This design comes from an exercise in tuning for small area and a short achievable clock period on the open sky130 flow, not from production work.
Where RTL was checked, it was by simulation tests only, not by an equivalence proof against the original.
Power is estimated from default activity; no workload was simulated.

// sahinatilkan
module sahinatilkan
(
input  logic        clk, reset,
input  logic [31:0] komut,
output logic [31:0] pc,
output logic        hata
);
logic [6:0] op;
logic [4:0] rd, rs1, rs2;
logic [2:0] f3;
logic [3:0] f;
assign op  = komut[6:0];
assign rd  = komut[11:7];
assign f3  = komut[14:12];
assign rs1 = komut[19:15];
assign rs2 = komut[24:20];
assign f   = {komut[30], f3};
logic isR, isI, isU, isB;
assign isR = (op == 7'b0000001);
assign isI = (op == 7'b0000011);
assign isU = (op == 7'b0000111);
assign isB = (op == 7'b0001111);
logic r_add, r_sub, r_and, r_or, r_xor, r_sll, r_srl, r_sra, r_ok;
assign r_add = isR & (f == 4'd0);
assign r_sub = isR & (f == 4'd8);
assign r_and = isR & (f == 4'd7);
assign r_or  = isR & (f == 4'd6);
assign r_xor = isR & (f == 4'd4);
assign r_sll = isR & (f == 4'd1);
assign r_srl = isR & (f == 4'd5);
assign r_sra = isR & (f == 4'd13);
assign r_ok  = r_add | r_sub | r_and | r_or | r_xor | r_sll | r_srl | r_sra;
logic i_add, i_and, i_or, i_xor, i_sll, i_srl, i_ok;
assign i_add = isI & (f3 == 3'd0);
assign i_and = isI & (f3 == 3'd7);
assign i_or  = isI & (f3 == 3'd6);
assign i_xor = isI & (f3 == 3'd4);
assign i_sll = isI & (f3 == 3'd1);
assign i_srl = isI & (f3 == 3'd5);
assign i_ok  = i_add | i_and | i_or | i_xor | i_sll | i_srl;
assign hata = ~(r_ok | i_ok | isU | (isB & (f3 != 3'd2)));
logic s_add, s_xor, s_and, s_or, s_land, s_lor, s_sl, s_sr, s_u, sub, left, arith;
assign s_add  = reset & (r_add | r_sub | i_add);
assign s_xor  = reset & (r_xor | i_xor);
assign s_and  = reset & i_and;
assign s_or   = reset & i_or;
assign s_land = reset & r_and;
assign s_lor  = reset & r_or;
assign s_sl   = reset & (r_sll | i_sll);
assign s_sr   = reset & (r_srl | r_sra | i_srl);
assign s_u    = reset & isU;
assign sub    = r_sub | isB;
assign left   = r_sll | i_sll;
assign arith  = r_sra;
logic wr;
assign wr = r_ok | i_ok | isU;
logic [31:0] x [0:9];
logic [31:0] res;
logic [31:0] a, b;
always_comb begin
    a = 32'b0;
    b = isI ? {20'b0, komut[31:20]} : 32'b0;
    for (int k = 0; k < 10; k++) begin
        if (rs1 == k) a = a | x[k];
        if (!isI && rs2 == k) b = b | x[k];
    end
end
genvar g;
generate
for (g = 0; g < 10; g++) begin : rf
    always_ff @(posedge clk)
        if (!reset || (wr && rd == g))
            x[g] <= res;
end
endgenerate
logic [32:0] sum;
logic [31:0] bop;
assign bop = b ^ {32{sub}};
  ...
Settings: LEC_CHECK=0, CAP_MARGIN=20, CORE_MARGIN=2, CORE_UTILIZATION=40, SETUP_SLACK_MARGIN=0.2, SLEW_MARGIN=20; clock period 12.0 ns.
run.sh (not shown) runs the stock make flow with config.mk's settings and CLKGATE_MAP_FILE= SYNTH_SCRIPT=/design/flow/synth_recipe.tcl, a recipe that flattens the netlist after the stock synthesis.
Rerun with:
Settings changed: SETUP_SLACK_MARGIN 0.2 to 5.
=>
- The new run finished with timing, DRC and antenna clean
- setup slack gets better by 2.5 ns
- synthesized cell count stays the same
- first-iteration DRC count goes up by about a fifth
- hold slack gets better by 0.0087 ns
- final area goes up by roughly a tenth
No run of this note included a check of the RTL's function; only the layout flow was run.

========
Another version of the RTL of sahinatilkan (not shown whole).
Size: about 350 flip-flops, roughly 67 I/O pins, ~22000 sq um of cells after synthesis.
Settings: LEC_CHECK=0, CAP_MARGIN=20, CORE_MARGIN=2, CORE_UTILIZATION=40, SETUP_SLACK_MARGIN=0.2, SLEW_MARGIN=20; clock period 12.0 ns.
standard.sh (not shown) runs the stock make flow with config.mk's settings and CLKGATE_MAP_FILE= SYNTH_SCRIPT=/design/flow/synth_recipe.tcl, a recipe that flattens the netlist after the stock synthesis.
==> flow/flow/run.sh <==
#!/bin/bash
# ORFS layout of this design: the standard flow's synthesis script with Yosys's abc call
# given flow/abc.script instead of ORFS's speed script, then the standard ORFS
# steps with the make variables listed in flow/settings.txt (one VAR=VALUE per
# line). Each tool's output goes to the ORFS logs and to make_*.log here.
set -euo pipefail
W=$PWD
# synthesis script: synth_recipe.tcl with abc's -script argument replaced
{
  echo 'proc abc {args} {'
  echo '  set i [lsearch -exact $args -script]'
  echo "  if {\$i >= 0} { lset args [expr {\$i + 1}] {$W/flow/abc.script} }"
  echo '  yosys abc {*}$args'
  echo '}'
  cat "$W/synth_recipe.tcl"
} > "$W/my_synth.tcl"
mapfile -t SETTINGS < <(grep -v '^\s*#' flow/settings.txt | grep '=')
make -C "$FLOW_HOME" DESIGN_CONFIG="$W/config.mk" WORK_HOME="$W/orfs" CLKGATE_MAP_FILE= \
  SYNTH_SCRIPT="$W/my_synth.tcl" "${SETTINGS[@]}" finish > "$W/make_finish.log" 2>&1
: # left out here: write the final layout as DEF
==> flow/flow/abc.script <==
&get -n
&st
&dch
&nf
&put
buffer -c
topo
stime -c
upsize -c
dnsize -c
==> flow/flow/settings.txt <==
CAP_MARGIN=20
CORE_MARGIN=2
CORE_UTILIZATION=40
SLEW_MARGIN=20
SETUP_SLACK_MARGIN=5.5
Edit:
==> flow/run.sh (new file) <==
#!/bin/bash
# synth_recipe.tcl (not shown) runs the flow's synth.tcl, then flattens the netlist and writes it again
# the make line also repeats each setting of config.mk as NAME=value (left out here)
make -C /OpenROAD-flow-scripts/flow DESIGN_CONFIG=/design/flow/config.mk WORK_HOME=/design/flow/orfs CLKGATE_MAP_FILE= SYNTH_SCRIPT=/design/flow/synth_recipe.tcl finish
- SETUP_SLACK_MARGIN: 0.2 -> 5
removed: flow/flow/run.sh
removed: flow/flow/abc.script
removed: flow/flow/settings.txt
removed: flow/standard.sh
The new run finished clean. Combinational power increases by about a fifth. Die area climbs by a few percent. Flip-flop and latch count does not change. Core utilization rose by 1.3 points. Area after synthesis went up by a few percent. Total power rose by a few percent. Worst setup slack loses 480 ps.
Edit:
==> flow/flow/run.sh (new file) <==
#!/bin/bash
# Standard ORFS layout of this design with the make variables listed in
# flow/settings.txt (one VAR=VALUE per line) given on the make command line.
set -euo pipefail
W=$PWD
mapfile -t SETTINGS < <(grep -v '^\s*#' flow/settings.txt | grep '=')
make -C "$FLOW_HOME" DESIGN_CONFIG="$W/config.mk" WORK_HOME="$W/orfs" CLKGATE_MAP_FILE= \
  SYNTH_SCRIPT="$W/synth_recipe.tcl" "${SETTINGS[@]}" finish > "$W/make_finish.log" 2>&1
: # left out here: write the final layout as DEF
==> flow/flow/settings.txt (new file) <==
CAP_MARGIN=20
CORE_MARGIN=2
CORE_UTILIZATION=40
SLEW_MARGIN=20
SETUP_SLACK_MARGIN=6
==> flow/standard.sh (new file) <==
#!/bin/bash
# synth_recipe.tcl (not shown) runs the flow's synth.tcl, then flattens the netlist and writes it again
# the make line also repeats each setting of config.mk as NAME=value (left out here)
make -C /OpenROAD-flow-scripts/flow DESIGN_CONFIG=/design/flow/config.mk WORK_HOME=/design/flow/orfs CLKGATE_MAP_FILE= SYNTH_SCRIPT=/design/flow/synth_recipe.tcl "${@:-finish}"
- SETUP_SLACK_MARGIN: 5 -> 0.2
removed: flow/run.sh
Die area does not change.
Worst setup slack is worse by 100 ps.
Clock power stays flat.
Combinational power goes up by roughly a tenth.
Synthesized area stays the same.
Critical path depth goes down by 2.
Count of clock-buffer cells in the layout goes down by 6.
Utilization goes up by 2.4 points.
Clock skew stays flat.
Power goes up slightly.
Global-route usage goes up by 0.79 points.

========
sahinatilkan, a different RTL version from the one above (not shown whole).
For scale: about 2,000 cells after synthesis, about 350 flip-flops, roughly 67 I/O pins.
## sahinatilkan
module sahinatilkan
(
input  logic        clk, reset,
input  logic [31:0] komut,
output logic [31:0] pc,
output logic        hata
);
Settings: LEC_CHECK=0, CAP_MARGIN=20, CORE_MARGIN=2, CORE_UTILIZATION=40, SETUP_SLACK_MARGIN=0.2, SLEW_MARGIN=20; clock period 12.0 ns.
==> flow/flow/run.sh <==
#!/bin/bash
# ORFS layout of this design: the standard flow's synthesis script with Yosys's abc call
# given flow/abc.script instead of ORFS's speed script, then the standard ORFS
# steps with the make variables listed in flow/settings.txt (one VAR=VALUE per
# line). Each tool's output goes to the ORFS logs and to make_*.log here.
set -euo pipefail
W=$PWD
# synthesis script: synth_recipe.tcl with abc's -script argument replaced
{
  echo 'proc abc {args} {'
  echo '  set i [lsearch -exact $args -script]'
  echo "  if {\$i >= 0} { lset args [expr {\$i + 1}] {$W/flow/abc.script} }"
  echo '  yosys abc {*}$args'
  echo '}'
  cat "$W/synth_recipe.tcl"
} > "$W/my_synth.tcl"
mapfile -t SETTINGS < <(grep -v '^\s*#' flow/settings.txt | grep '=')
make -C "$FLOW_HOME" DESIGN_CONFIG="$W/config.mk" WORK_HOME="$W/orfs" CLKGATE_MAP_FILE= \
  SYNTH_SCRIPT="$W/my_synth.tcl" "${SETTINGS[@]}" finish > "$W/make_finish.log" 2>&1
: # left out here: write the final layout as DEF
==> flow/flow/abc.script <==
&get -n
&st
&dch
&nf -p -R 10
&put
buffer -c
topo
stime -c
upsize -c
dnsize -c
==> flow/flow/settings.txt <==
CAP_MARGIN=20
CORE_MARGIN=2
CORE_UTILIZATION=55
SLEW_MARGIN=20
SETUP_SLACK_MARGIN=5.5
CTS_CLUSTER_SIZE=30
CTS_CLUSTER_DIAMETER=60
Rerun with:
==> flow/flow/settings.txt (replaced) <==
CAP_MARGIN=20
CORE_MARGIN=2
CORE_UTILIZATION=55
SLEW_MARGIN=20
SETUP_SLACK_MARGIN=5.75
CTS_CLUSTER_SIZE=30
CTS_CLUSTER_DIAMETER=60
BUFFER_PORTS_ARGS=-buffer_cell sky130_fd_sc_hd__buf_4
With this change the flow finished but failed the layout checks on capacitance limit, slew limit.
Register-to-register slack gains 0.06 ns.
Count of clock-buffer cells in the layout drops by 2.
Worst setup slack is better by 0.13 ns.
Non-clock buffer count climbs by 26.
Rerun with:
==> flow/flow/settings.txt (replaced) <==
CAP_MARGIN=20
CORE_MARGIN=2
CORE_UTILIZATION=60
SLEW_MARGIN=20
SETUP_SLACK_MARGIN=5.5
CTS_CLUSTER_SIZE=30
CTS_CLUSTER_DIAMETER=60
BUFFER_PORTS_ARGS=-buffer_cell sky130_fd_sc_hd__buf_2
=>
- The changed run ran to the end with no violations
- worst setup slack got worse by 0.11 ns
- design area falls by 8.8%
- maximum frequency falls by 1.6%
- hold slack barely changes
- total power falls by 4.5%
- via count falls by 2.6%
- sequential power barely changes
- synthesized cell count is unchanged
- clock power falls by about 1%
Rerun with:
==> flow/flow/settings.txt (replaced) <==
CAP_MARGIN=20
CORE_MARGIN=2
CORE_UTILIZATION=55
SLEW_MARGIN=20
SETUP_SLACK_MARGIN=5.5
CTS_CLUSTER_SIZE=30
CTS_CLUSTER_DIAMETER=60
BUFFER_PORTS_ARGS=-buffer_cell sky130_fd_sc_hd__buf_2
Outcome: The new run went through all stages and came out clean. Worst hold slack gets better by 0.024 ns. Utilization drops by 5.9 points. Synthesized area does not change. Final area barely changes. Sequential share of layout area hardly moves. Setup slack gets worse by 0.13 ns. Via count drops by 2.5%.
Rerun with:
==> flow/flow/settings.txt (replaced) <==
CAP_MARGIN=20
CORE_MARGIN=2
CORE_UTILIZATION=55
SLEW_MARGIN=20
SETUP_SLACK_MARGIN=5.5
CTS_CLUSTER_SIZE=30
CTS_CLUSTER_DIAMETER=60
BUFFER_PORTS_ARGS=-buffer_cell sky130_fd_sc_hd__buf_4
After rerunning: The new run ran to the end with no violations. Routed wire length climbs by a little under a tenth. Clock skew drops by 0.013 ns. Worst setup slack improves by 0.17 ns. Non-clock buffer count climbs by 28. Design area climbs by a few percent. Clock power climbs by a few percent. Final cell count climbs slightly. Maximum frequency climbs by a few percent.

-- afterwards: timing with drivers on the ports --
How much do the figures lean on ideal ports? The routed layouts below were timed once more, with nothing changed but the port constraints.
Step 1: set_driving_cell puts a clkbuf_16 on clk and a buf_2 on each other input, an assumption about the parent block.
Step 2 times the ports against the registers' clock, not the clock port: input delays grow and output delays shrink by t, the midpoint of the rising clock arrivals with the driver on.
a / b / c = ideal ports / drivers / drivers and shift; a / b = the first two.
run	shift t [ns]	setup slack, ns	clock arrival spread, ns	worst slew at a driven data input, ns	pins driven straight from the clock port
the first run of note 1	0.619	2.477 / 2.512 / 1.894	0.026 / 0.025	0.11	1
the second run of note 1	0.638	4.930 / 4.964 / 4.326	0.052 / 0.052	0.10	1
the first run of note 2	0.625	5.478 / 5.497 / 4.887	0.016 / 0.015	0.12	1
the second run of note 2	0.635	5.002 / 5.023 / 4.387	0.021 / 0.021	0.07	1
the third run of note 2	0.631	4.899 / 4.928 / 4.298	0.019 / 0.019	0.08	1
the first run of note 3	0.669	5.385 / 5.423 / 4.754	0.052 / 0.052	0.04	1
the second run of note 3	0.623	5.512 / 5.540 / 4.918	0.028 / 0.029	0.09	1
the third run of note 3	0.637	5.403 / 5.437 / 4.800	0.029 / 0.030	0.07	1
the fourth run of note 3	0.657	5.273 / 5.296 / 4.639	0.048 / 0.047	0.05	1
the fifth run of note 3	0.634	5.443 / 5.452 / 4.818	0.035 / 0.034	0.06	1
For the fourth run of note 3, which loses most, drivers alone change the setup slack by +0.023 ns; drivers and shift together by -0.634 ns.
